This design comes from an exercise in tuning for small area on the open sky130 flow, not from production work.
The RTL was checked by simulation tests, not by an equivalence proof against the original design.
No driver is modelled on the clock port, so clocking that relies on it looks cheaper here than on a real chip.
Power figures rest on the tool's default switching activity, not on a simulated workload.

==> inputs of build 19 <==
// fp16_sum
module fp16_sum(input wire clk,input wire [15:0] num1,num2,output reg [15:0] out);
==> flow/config.mk <==
export PLATFORM = sky130hd
export DESIGN_NAME = fp16_sum
export DESIGN_NICKNAME = fp16_sum
export VERILOG_FILES = /design/flow/design.v
export SDC_FILE = /design/flow/constraint.sdc
export NUM_CORES = 4
export LEC_CHECK = 0
export ABC_AREA = 1
export CAP_MARGIN = 20
export CORE_MARGIN = 2
export CORE_UTILIZATION = 55
export GPL_TIMING_DRIVEN = 0
export SLEW_MARGIN = 20
==> flow/constraint.sdc <==
create_clock -name core_clock -period 4.5 [get_ports {clk}]
set_input_delay 0.9000 -clock core_clock [delete_from_list [all_inputs] [get_ports {clk}]]
set_output_delay 0.9000 -clock core_clock [all_outputs]
set_load 0.01 [all_outputs]
standard.sh (not shown) runs the stock make flow with config.mk's settings and CLKGATE_MAP_FILE= SYNTH_SCRIPT=/design/flow/synth_recipe.tcl, a recipe that flattens the netlist after the stock synthesis.
==> flow/flow/run.sh <==
#!/bin/bash
# The standard layout with these changes:
#  - synthesis maps with flow/abc.script and without the adder cell step;
#  - the port buffers are plain buf_1 cells;
#  - clock tree synthesis inserts no dummy loads;
#  - after clock tree synthesis, logic cells are downsized where timing allows
#    (flow/post_cts.tcl), and the global-route step recovers power (RECOVER_POWER).
set -euo pipefail
here=$(pwd)
inner=$(grep -o 'SYNTH_SCRIPT=[^ ]*' standard.sh | head -1 | cut -d= -f2-)
export OWN_INNER_SYNTH=$inner
export OWN_ABC_SCRIPT=$here/flow/abc.script
export OWN_ABC_AREA_SCRIPT=$here/flow/abc_area.script
export BUFFER_PORTS_ARGS="-buffer_cell sky130_fd_sc_hd__buf_1"
export CTS_ARGS="-sink_clustering_enable -repair_clock_nets -dont_use_dummy_load"
export RECOVER_POWER=100
export POST_CTS_TCL=$here/flow/post_cts.tcl
sed "s#SYNTH_SCRIPT=[^ ]*#SYNTH_SCRIPT=$here/flow/synth.tcl ADDER_MAP_FILE=#" standard.sh > own.sh
bash own.sh > flow.log 2>&1
==> flow/flow/abc.script <==
strash
dch -f
map -D 3400 -B 0.2
strash
dch -f
map -D 3400 -B 0.2
topo
stime -c
buffer -c
upsize -c
dnsize -c
==> flow/flow/abc_area.script <==
strash
dch -f
map -a
strash
dch -f
map -a
topo
stime -c
buffer -c
upsize -c
dnsize -c
==> flow/flow/downsize.tcl <==
# Area recovery: give each logic cell the smallest drive strength of its
# function that keeps setup slack above a margin and adds no slew,
# capacitance or fanout violation. Registers keep their cell type.
proc own_cell_area {lib_cell_name} {
  set m [[ord::get_db] findMaster $lib_cell_name]
  return [expr {[$m getWidth] * [$m getHeight]}]
}
proc own_downsize {margin {parasitics -placement}} {
  estimate_parasitics $parasitics
  puts "area recovery: setup slack before [sta::worst_slack_cmd max]"
  set v0 [expr {[sta::max_slew_violation_count] + [sta::max_capacitance_violation_count] + [sta::max_fanout_violation_count]}]
  set saved 0
  set n 0
  foreach inst [get_cells *] {
    if {[catch {get_name [get_lib_cells -of_objects $inst]} cur]} { continue }
    if {![regexp {^(sky130_fd_sc_hd__[a-z0-9]+)_([0-9]+)$} $cur -> base drv]} { continue }
    if {[regexp {dfxtp|dfrtp|clkbuf|clkinv|tap|fill|decap|conb|dly} $base]} { continue }
    set best $cur
    set cands {}
    foreach lc [get_lib_cells ${base}_*] { lappend cands [get_name $lc] }
    foreach cand [lsort -dictionary $cands] {
      if {![regexp {^sky130_fd_sc_hd__[a-z0-9]+_([0-9]+)$} $cand -> cdrv]} { continue }
      if {$cdrv >= $drv} { continue }
      if {[own_cell_area $cand] >= [own_cell_area $best]} { continue }
      if {[[[ord::get_db] findMaster $cand] getWidth] > [[[ord::get_db] findMaster $cur] getWidth]} { continue }
      replace_cell $inst $cand
      set ok [expr {[sta::worst_slack_cmd max] >= $margin * 1e-9}]
      if {$ok} {
        set v [expr {[sta::max_slew_violation_count] + [sta::max_capacitance_violation_count] + [sta::max_fanout_violation_count]}]
        set ok [expr {$v <= $v0}]
      }
      if {$ok} {
        set saved [expr {$saved + [own_cell_area $best] - [own_cell_area $cand]}]
        set best $cand
        incr n
        break
      }
      replace_cell $inst $best
    }
  }
  puts "area recovery: $n cells downsized, [expr {$saved / 1e6}] um^2 saved, setup slack [sta::worst_slack_cmd max]"
}
==> flow/flow/post_cts.tcl <==
# After clock tree synthesis: area recovery by downsizing logic cells.
source [file join [file dirname [info script]] downsize.tcl]
own_downsize 0.4
==> flow/flow/synth.tcl <==
# The standard flow's synthesis script, with our own ABC scripts for the technology
# mapping (the registers and their names are unchanged): the logic fed by
# the input ports is mapped for delay with flow/abc.script, the rest for
# area with flow/abc_area.script.
proc abc {args} {
  set i [expr {[lsearch -exact $args -script] + 1}]
  set a $args
  set b $args
  lset a $i $::env(OWN_ABC_SCRIPT)
  lset b $i $::env(OWN_ABC_AREA_SCRIPT)
  yosys select -set own_in i:* i:clk %d {%co*:-sky130_fd_sc_hd__dfxtp_1[D]}
  yosys select -set own_in_cells @own_in c:* %i t:sky130_fd_sc_hd__dfxtp_1 %d
  yosys abc {*}$a @own_in_cells
  yosys select -set own_rest c:* t:sky130_fd_sc_hd__* %d
  yosys abc {*}$b @own_rest
  yosys select -clear
}
source $::env(OWN_INNER_SYNTH)
==> trial 13 (differences from build 19) <==
--- a/flow/flow/run.sh
+++ b/flow/flow/run.sh
@@ -11,5 +11,4 @@
 export OWN_INNER_SYNTH=$inner
 export OWN_ABC_SCRIPT=$here/flow/abc.script
-export OWN_ABC_AREA_SCRIPT=$here/flow/abc_area.script
 export BUFFER_PORTS_ARGS="-buffer_cell sky130_fd_sc_hd__buf_1"
 export CTS_ARGS="-sink_clustering_enable -repair_clock_nets -dont_use_dummy_load"
==> flow/flow/synth.tcl (replaced) <==
# The standard flow's synthesis script, with our own ABC script for the technology
# mapping (the registers and their names are unchanged).
proc abc {args} {
  set i [lsearch -exact $args -script]
  if {$i >= 0} { lset args [expr {$i + 1}] $::env(OWN_ABC_SCRIPT) }
  yosys abc {*}$args
}
source $::env(OWN_INNER_SYNTH)
CORE_UTILIZATION = 70   (was 55)
removed: flow/flow/abc_area.script
==> build 44 (differences from build 19) <==
==> flow/flow/run.sh (replaced) <==
#!/bin/bash
# The standard layout with three changes:
#  - synthesis maps with flow/abc.script and without the adder cell step;
#  - the port buffers are plain buf_1 cells.
set -euo pipefail
here=$(pwd)
inner=$(grep -o 'SYNTH_SCRIPT=[^ ]*' standard.sh | head -1 | cut -d= -f2-)
export OWN_INNER_SYNTH=$inner
export OWN_ABC_SCRIPT=$here/flow/abc.script
export BUFFER_PORTS_ARGS="-buffer_cell sky130_fd_sc_hd__buf_1"
export CTS_ARGS="-sink_clustering_enable -repair_clock_nets -dont_use_dummy_load"
sed "s#SYNTH_SCRIPT=[^ ]*#SYNTH_SCRIPT=$here/flow/synth.tcl ADDER_MAP_FILE=#" standard.sh > own.sh
bash own.sh > flow.log 2>&1
==> flow/flow/abc.script (replaced) <==
strash
dch -f
amap
topo
stime -c
buffer -c
upsize -c
dnsize -c
==> flow/flow/synth.tcl (replaced) <==
# The standard flow's synthesis script, with our own ABC script for the technology
# mapping (the registers and their names are unchanged).
proc abc {args} {
  set i [lsearch -exact $args -script]
  if {$i >= 0} { lset args [expr {$i + 1}] $::env(OWN_ABC_SCRIPT) }
  yosys abc {*}$args
}
source $::env(OWN_INNER_SYNTH)
removed: flow/flow/abc_area.script
removed: flow/flow/downsize.tcl
removed: flow/flow/post_cts.tcl
==> comparison table <==
| quantity | build 19 | trial 13 | build 44 |
|---|---|---|---|
| Status | finished clean | finished clean | finished with violations |
| Reasons for failing layout checks | - | - | setup timing |
| Sw frac | 0.378 | 0.369 | 0.343 |
| Post-Layout Inst Area | 4330 um^2 | 4150 um^2 | 4570 um^2 |
| Final design utilization | 0.607 | 0.807 | 0.712 |
| Non-clock buffering overhead in the final layout | 0.0517 | 0.0694 | 0.107 |
| Final setup violation count | 0 | 0 | 5 |
| Post-synthesis instance total | 494 | 480 | 443 |
| Placement-stage cell area | 4280 um^2 | 4020 um^2 | 4040 um^2 |
| Combinational fraction of design power | 0.420 | 0.388 | 0.382 |
| Worst supply voltage drop on vdd | 186 uV | 358 uV | 181 uV |
| Total power | 2.74 mW | 2.61 mW | 2.54 mW |
| Global-route total usage across every layer | 0.187 | 0.263 | 0.218 |
| Combinational group power | 1.15 mW | 1.01 mW | 969 uW |
| Met2 Use GR | 0.355 | 0.492 | 0.407 |
| Non-clk invs | 70 | 69 | 46 |
| Met2 routed wirelength | 3.66 mm | 3.77 mm | 4.10 mm |
| Proportion of synthesized area in mux cells | 0.00251 | 0.00534 | 0 |
| Net switching power figure | 1.03 mW | 962 uW | 869 uW |
| Tap cell count | 99 | 70 | 77 |
| Worst path max stage delay | 0.34 ns | 0.26 ns | 0.29 ns |
| Post-synthesis cell area | 3980 um^2 | 3750 um^2 | 3690 um^2 |


==> inputs of run R <==
Another version of the RTL of fp16_sum (not shown whole).
==> module fp16_sum, before the edit <==
module fp16_sum(input wire clk,input wire [15:0] num1,num2,output reg [15:0] out);
	reg big_sign,sma_sign;
	reg [4:0] big_exp,sma_exp;
	reg [9:0] big_mant,sma_mant;
	always @(posedge clk) begin
		if (num2[14:10] > num1[14:10]) begin
				 {big_sign,big_exp,big_mant} <= num2; 
				 {sma_sign,sma_exp,sma_mant} <= num1; 
		end
		else if (num2[14:10] == num1[14:10]) begin
			if (num2[9:0] > num1[9:0]) begin
				 {big_sign,big_exp,big_mant} <= num2;
				 {sma_sign,sma_exp,sma_mant} <= num1;
			end	
			else begin
				 {big_sign,big_exp,big_mant} <= num1;		 
				 {sma_sign,sma_exp,sma_mant} <= num2;				 
			end
		end
		else begin
			{big_sign,big_exp,big_mant} <= num1;		 
			{sma_sign,sma_exp,sma_mant} <= num2;
		end
	end
	reg [4:0] tobig_exp;
	reg tobig_sign;
	reg[10:0] big_norm_mant, sma_norm_mant;
	always@(posedge clk)begin
		tobig_sign <= big_sign;
		tobig_exp <= big_exp;
		big_norm_mant <= {1'b1,big_mant};
		sma_norm_mant <= {1'b1,sma_mant} >> (big_exp - sma_exp);
	end
	reg f_add_sub;
	reg add_sub;
	reg t_add_sub;
	always@(posedge clk)begin
		t_add_sub <= (num1[15] == num2[15]);  
		add_sub <= t_add_sub;                 
		f_add_sub <= add_sub;                 
	end
	reg tbig_sign;
	reg [4:0] tbig_exp;
	reg [11:0] pre_mant;
		always @(posedge clk) begin
		  tbig_sign <= tobig_sign;
		  tbig_exp <= tobig_exp;
        if (add_sub) begin  
            pre_mant <= big_norm_mant + sma_norm_mant;
        end
        else begin  
            pre_mant <= big_norm_mant - sma_norm_mant;
        end
	end
	reg res_sign;
	reg [4:0] res_exp;
	reg [9:0] res_mant;
	always @(posedge clk)begin
		res_sign <= tbig_sign;
		if(f_add_sub)begin
			res_exp <= pre_mant[11] ? tbig_exp+1:tbig_exp;
			res_mant <= pre_mant[11] ? pre_mant[10:1] : pre_mant[9:0];  
		end
		else begin
			casez (pre_mant)
				12'b0_1???_????_???: begin res_mant <= pre_mant[11:2] << 2; res_exp <= tbig_exp ; end
				12'b0_01??_????_???: begin res_mant <= pre_mant[11:2] << 3; res_exp <= tbig_exp - 1; end
				12'b0_001?_????_???: begin res_mant <= pre_mant[11:2] << 4; res_exp <= tbig_exp - 2; end
				12'b0_0001_????_???: begin res_mant <= pre_mant[11:2] << 5; res_exp <= tbig_exp - 3; end
				12'b0_0000_1???_???: begin res_mant <= pre_mant[11:2] << 6; res_exp <= tbig_exp - 4; end
				12'b0_0000_01??_???: begin res_mant <= pre_mant[11:2] << 7; res_exp <= tbig_exp - 5; end
				12'b0_0000_001?_???: begin res_mant <= pre_mant[11:2] << 8; res_exp <= tbig_exp - 6; end
				12'b0_0000_0001_???: begin res_mant <= pre_mant[11:2] << 9; res_exp <= tbig_exp - 7; end
				12'b0_0000_0000_1??: begin res_mant <= pre_mant[11:2] << 10; res_exp <= tbig_exp - 8; end
				12'b0_0000_0000_01?: begin res_mant <= pre_mant[11:2] << 11; res_exp <= tbig_exp - 9; end
				12'b0_0000_0000_001: begin res_mant <= pre_mant[11:2] << 12; res_exp <= tbig_exp - 10; end
				default: begin res_mant <= 10'b00_0000_0000; res_exp <= 5'b00_000; end
			endcase
		end
	end
	always @(posedge clk)begin
		out <= {res_sign,res_exp,res_mant};
	end
endmodule
clock: 4.5 ns
lec_check: 0
cap_margin: 20
core_margin: 2
core_utilization: 40
slew_margin: 20
run.sh (not shown) runs the stock make flow with config.mk's settings and CLKGATE_MAP_FILE= SYNTH_SCRIPT=/design/flow/synth_recipe.tcl, a recipe that flattens the netlist after the stock synthesis.
Stock flow here: none of the scripts above is used.
==> inputs of run D, as changes to run R <==
==> flow/design.v (replaced) <==
`default_nettype none
module fp16_sum(input wire clk,input wire [15:0] num1,num2,output reg [15:0] out);
	localparam K = 7;
	function automatic [12:0] radd12(input [11:0] a, input [11:0] b, input ci);
		integer k;
		reg c;
		begin
			c = ci;
			for (k = 0; k < 12; k = k + 1) begin
				radd12[k] = a[k] ^ b[k] ^ c;
				c = (a[k] & b[k]) | (c & (a[k] ^ b[k]));
			end
			radd12[12] = c;
		end
	endfunction
	function automatic gt10(input [9:0] a, input [9:0] b);
		integer k;
		reg g;
		begin
			g = 1'b0;
			for (k = 0; k < 10; k = k + 1)
				g = (a[k] & ~b[k]) | (~(a[k] ^ b[k]) & g);
			gt10 = g;
		end
	endfunction
	wire [4:0]  e1   = num1[14:10];
	wire [4:0]  e2   = num2[14:10];
	wire [12:0] a12  = radd12({7'd0, e1}, {7'h7f, ~e2}, 1'b1);    
	wire [12:0] a21  = radd12({7'd0, e2}, {7'h7f, ~e1}, 1'b1);    
	wire        egt  = ~a12[12];                    
	wire        eeq  = e1 == e2;
	wire [4:0]  d    = egt ? a21[4:0] : a12[4:0];
	wire        swap = egt | (eeq & gt10(num2[9:0], num1[9:0]));    
	wire [9:0]  bm   = swap ? num2[9:0] : num1[9:0];
	wire [9:0]  sm   = swap ? num1[9:0] : num2[9:0];
	wire [10:0] sn   = {1'b1, sm} >> d;
	wire        sub  = num1[15] ^ num2[15];
	wire [12:0] lsum = radd12({{(12-K){1'b0}}, bm[K-1:0]}, {{(12-K){1'b0}}, sn[K-1:0] ^ {K{sub}}}, sub);
	reg        r1_sign, r1_sub;
	reg [4:0]  r1_exp;
	reg [9:K]  r1_bm;
	reg [10:K] r1_sn;
	reg [K:0]  r1_lo;        
	always @(posedge clk) begin
		r1_sign <= swap ? num2[15] : num1[15];
		r1_sub  <= sub;
		r1_exp  <= egt ? e2 : e1;
		r1_bm   <= bm[9:K];
		r1_sn   <= sn[10:K];
		r1_lo   <= lsum[K:0];
	end
	wire [12:0] ps  = radd12({{(K+1){1'b0}}, 1'b1, r1_bm}, {{(K+1){1'b0}}, r1_sn ^ {(11-K){r1_sub}}}, r1_lo[K]);
	wire [11:0] pre = {ps[11-K] ^ r1_sub, ps[10-K:0], r1_lo[K-1:0]};
	reg  [3:0]  p;
	integer i;
	always @* begin
		p = 4'd0;
		for (i = 0; i < 12; i = i + 1)
			if (pre[i]) p = i;
	end
	wire [11:0] x  = {pre[11:2], pre[1:0] & {2{~r1_sub}}};
	wire [11:0] xs = x << (4'd11 - p);
	wire        nz = |pre;
	wire [12:0] ee = radd12({7'd0, r1_exp}, {8'd0, p} + 12'hff6, 1'b0);
	wire [4:0]  re = nz ? ee[4:0] : 5'd0;
	wire [9:0]  rm = xs[10:1];
	reg [15:0] s2, s3, s4;
	always @(posedge clk) begin
		s2  <= {r1_sign, re, rm};
		s3  <= s2;
		s4  <= s3;
		out <= s4;
	end
endmodule
==> flow/flow/run.sh (new file) <==
#!/bin/bash
# The standard layout with these changes:
#  - synthesis maps with flow/abc.script and without the adder cell step;
#  - the port buffers are plain buf_1 cells;
#  - clock tree synthesis inserts no dummy loads.
set -euo pipefail
here=$(pwd)
inner=$(grep -o 'SYNTH_SCRIPT=[^ ]*' standard.sh | head -1 | cut -d= -f2-)
export OWN_INNER_SYNTH=$inner
export OWN_ABC_SCRIPT=$here/flow/abc.script
export BUFFER_PORTS_ARGS="-buffer_cell sky130_fd_sc_hd__buf_1"
export CTS_ARGS="-sink_clustering_enable -repair_clock_nets -dont_use_dummy_load"
export RECOVER_POWER=100
sed "s#SYNTH_SCRIPT=[^ ]*#SYNTH_SCRIPT=$here/flow/synth.tcl ADDER_MAP_FILE=#" standard.sh > own.sh
bash own.sh > flow.log 2>&1
==> flow/flow/abc.script (new file) <==
strash
dch -f
map -D 3400 -B 0.2
strash
dch -f
map -D 3400 -B 0.2
topo
==> flow/flow/synth.tcl (new file) <==
# The standard flow's synthesis script, with our own ABC script for the technology
# mapping (the registers and their names are unchanged).
proc abc {args} {
  set i [lsearch -exact $args -script]
  if {$i >= 0} { lset args [expr {$i + 1}] $::env(OWN_ABC_SCRIPT) }
  yosys abc {*}$args
}
source $::env(OWN_INNER_SYNTH)
==> flow/standard.sh (new file) <==
#!/bin/bash
# synth_recipe.tcl (not shown) runs the flow's synth.tcl, then flattens the netlist and writes it again
# the make line also repeats each setting of config.mk as NAME=value (left out here)
make -C /OpenROAD-flow-scripts/flow DESIGN_CONFIG=/design/flow/config.mk WORK_HOME=/design/flow/orfs CLKGATE_MAP_FILE= SYNTH_SCRIPT=/design/flow/synth_recipe.tcl "${@:-finish}"
--- a/flow/config.mk
+++ b/flow/config.mk
@@ -6,6 +6,8 @@
 export NUM_CORES = 4
 export LEC_CHECK = 0
+export ABC_AREA = 1
 export CAP_MARGIN = 20
 export CORE_MARGIN = 2
-export CORE_UTILIZATION = 40
+export CORE_UTILIZATION = 55
+export GPL_TIMING_DRIVEN = 0
 export SLEW_MARGIN = 20
removed: flow/run.sh
==> impl_metrics.env <==
export IMPL_status="no timing/DRC/antenna violations"
export IMPL_fp_coreArea_mm2=0.0131
export IMPL_largest_reg_flops=16
export IMPL_drt_total_wl_um=10400
export IMPL_synthTopCellsByArea="dfxtp_1 42%, ha_1 8.9%, mux2_2 6.6%, mux2i_1 3.6%, a21oi_1 3.2%"
export IMPL_synthTopCellsByCount="111 x dfxtp_1, 38 x ha_1, 36 x inv_1, 36 x nor2_1, 34 x a21oi_1"
export IMPL_reg2reg_slack_ns=1.60
export IMPL_use_met1=0.189
# the run above: run R

==> impl_metrics.env <==
export IMPL_async_reset_ff_frac=0
export IMPL_reg2reg_slack_ns=0.43
export IMPL_drt_total_wl_um=7060
export IMPL_use_met1=0.211
export IMPL_synthTopCellsByArea="dfxtp_1 48%, nand2_1 11%, o21ai_0 7.7%, clkinv_1 7.2%, nor2_1 5.0%"
export IMPL_synthTopCellsByCount="102 x nand2_1, 86 x dfxtp_1, 69 x clkinv_1"
export IMPL_status="no timing/DRC/antenna violations"
# the run above: run D

## what the ideal ports hide
In the flow no input, the clock included, has a driving cell. The finished layouts below were timed again as built, in two steps.
Step 1 (the two cells are an assumption about what drives the block):
set clk [get_ports {clk}]
set_driving_cell -lib_cell sky130_fd_sc_hd__clkbuf_16 $clk
set_driving_cell -lib_cell sky130_fd_sc_hd__buf_2 [delete_from_list [all_inputs] $clk]
Step 2 moves the port delays by t, midway between the first and last clock arrival at a register: inputs arrive t later, outputs are due t later. That takes back most of the time a late clock gives input paths.
a / b / c = no drivers / after step 1 / after step 2; a / b = the first two.
| run | shift t [ns] | setup slack, ns | slew at the worst register clock pin (ns) | cell pins on the clock port's net |
|---|---|---|---|---|
| build 19 | 0.352 | 0.442 / 0.448 / 0.096 | 0.08 / 0.08 | 1 |
| trial 13 | 0.360 | 0.426 / 0.432 / 0.072 | 0.08 / 0.08 | 1 |
| build 44 | 0.359 | -0.382 / -0.376 / -0.736 | 0.08 / 0.08 | 1 |
| run R | 0.394 | 1.402 / 1.423 / 1.029 | 0.07 / 0.07 | 1 |
| run D | 0.357 | 0.236 / 0.242 / -0.116 | 0.08 / 0.08 | 1 |
Met with ideal ports but missed after step 2: setup timing in run D. The setup slack of run R, which loses most, moves by +0.021 ns with the drivers and by -0.373 ns with both steps.
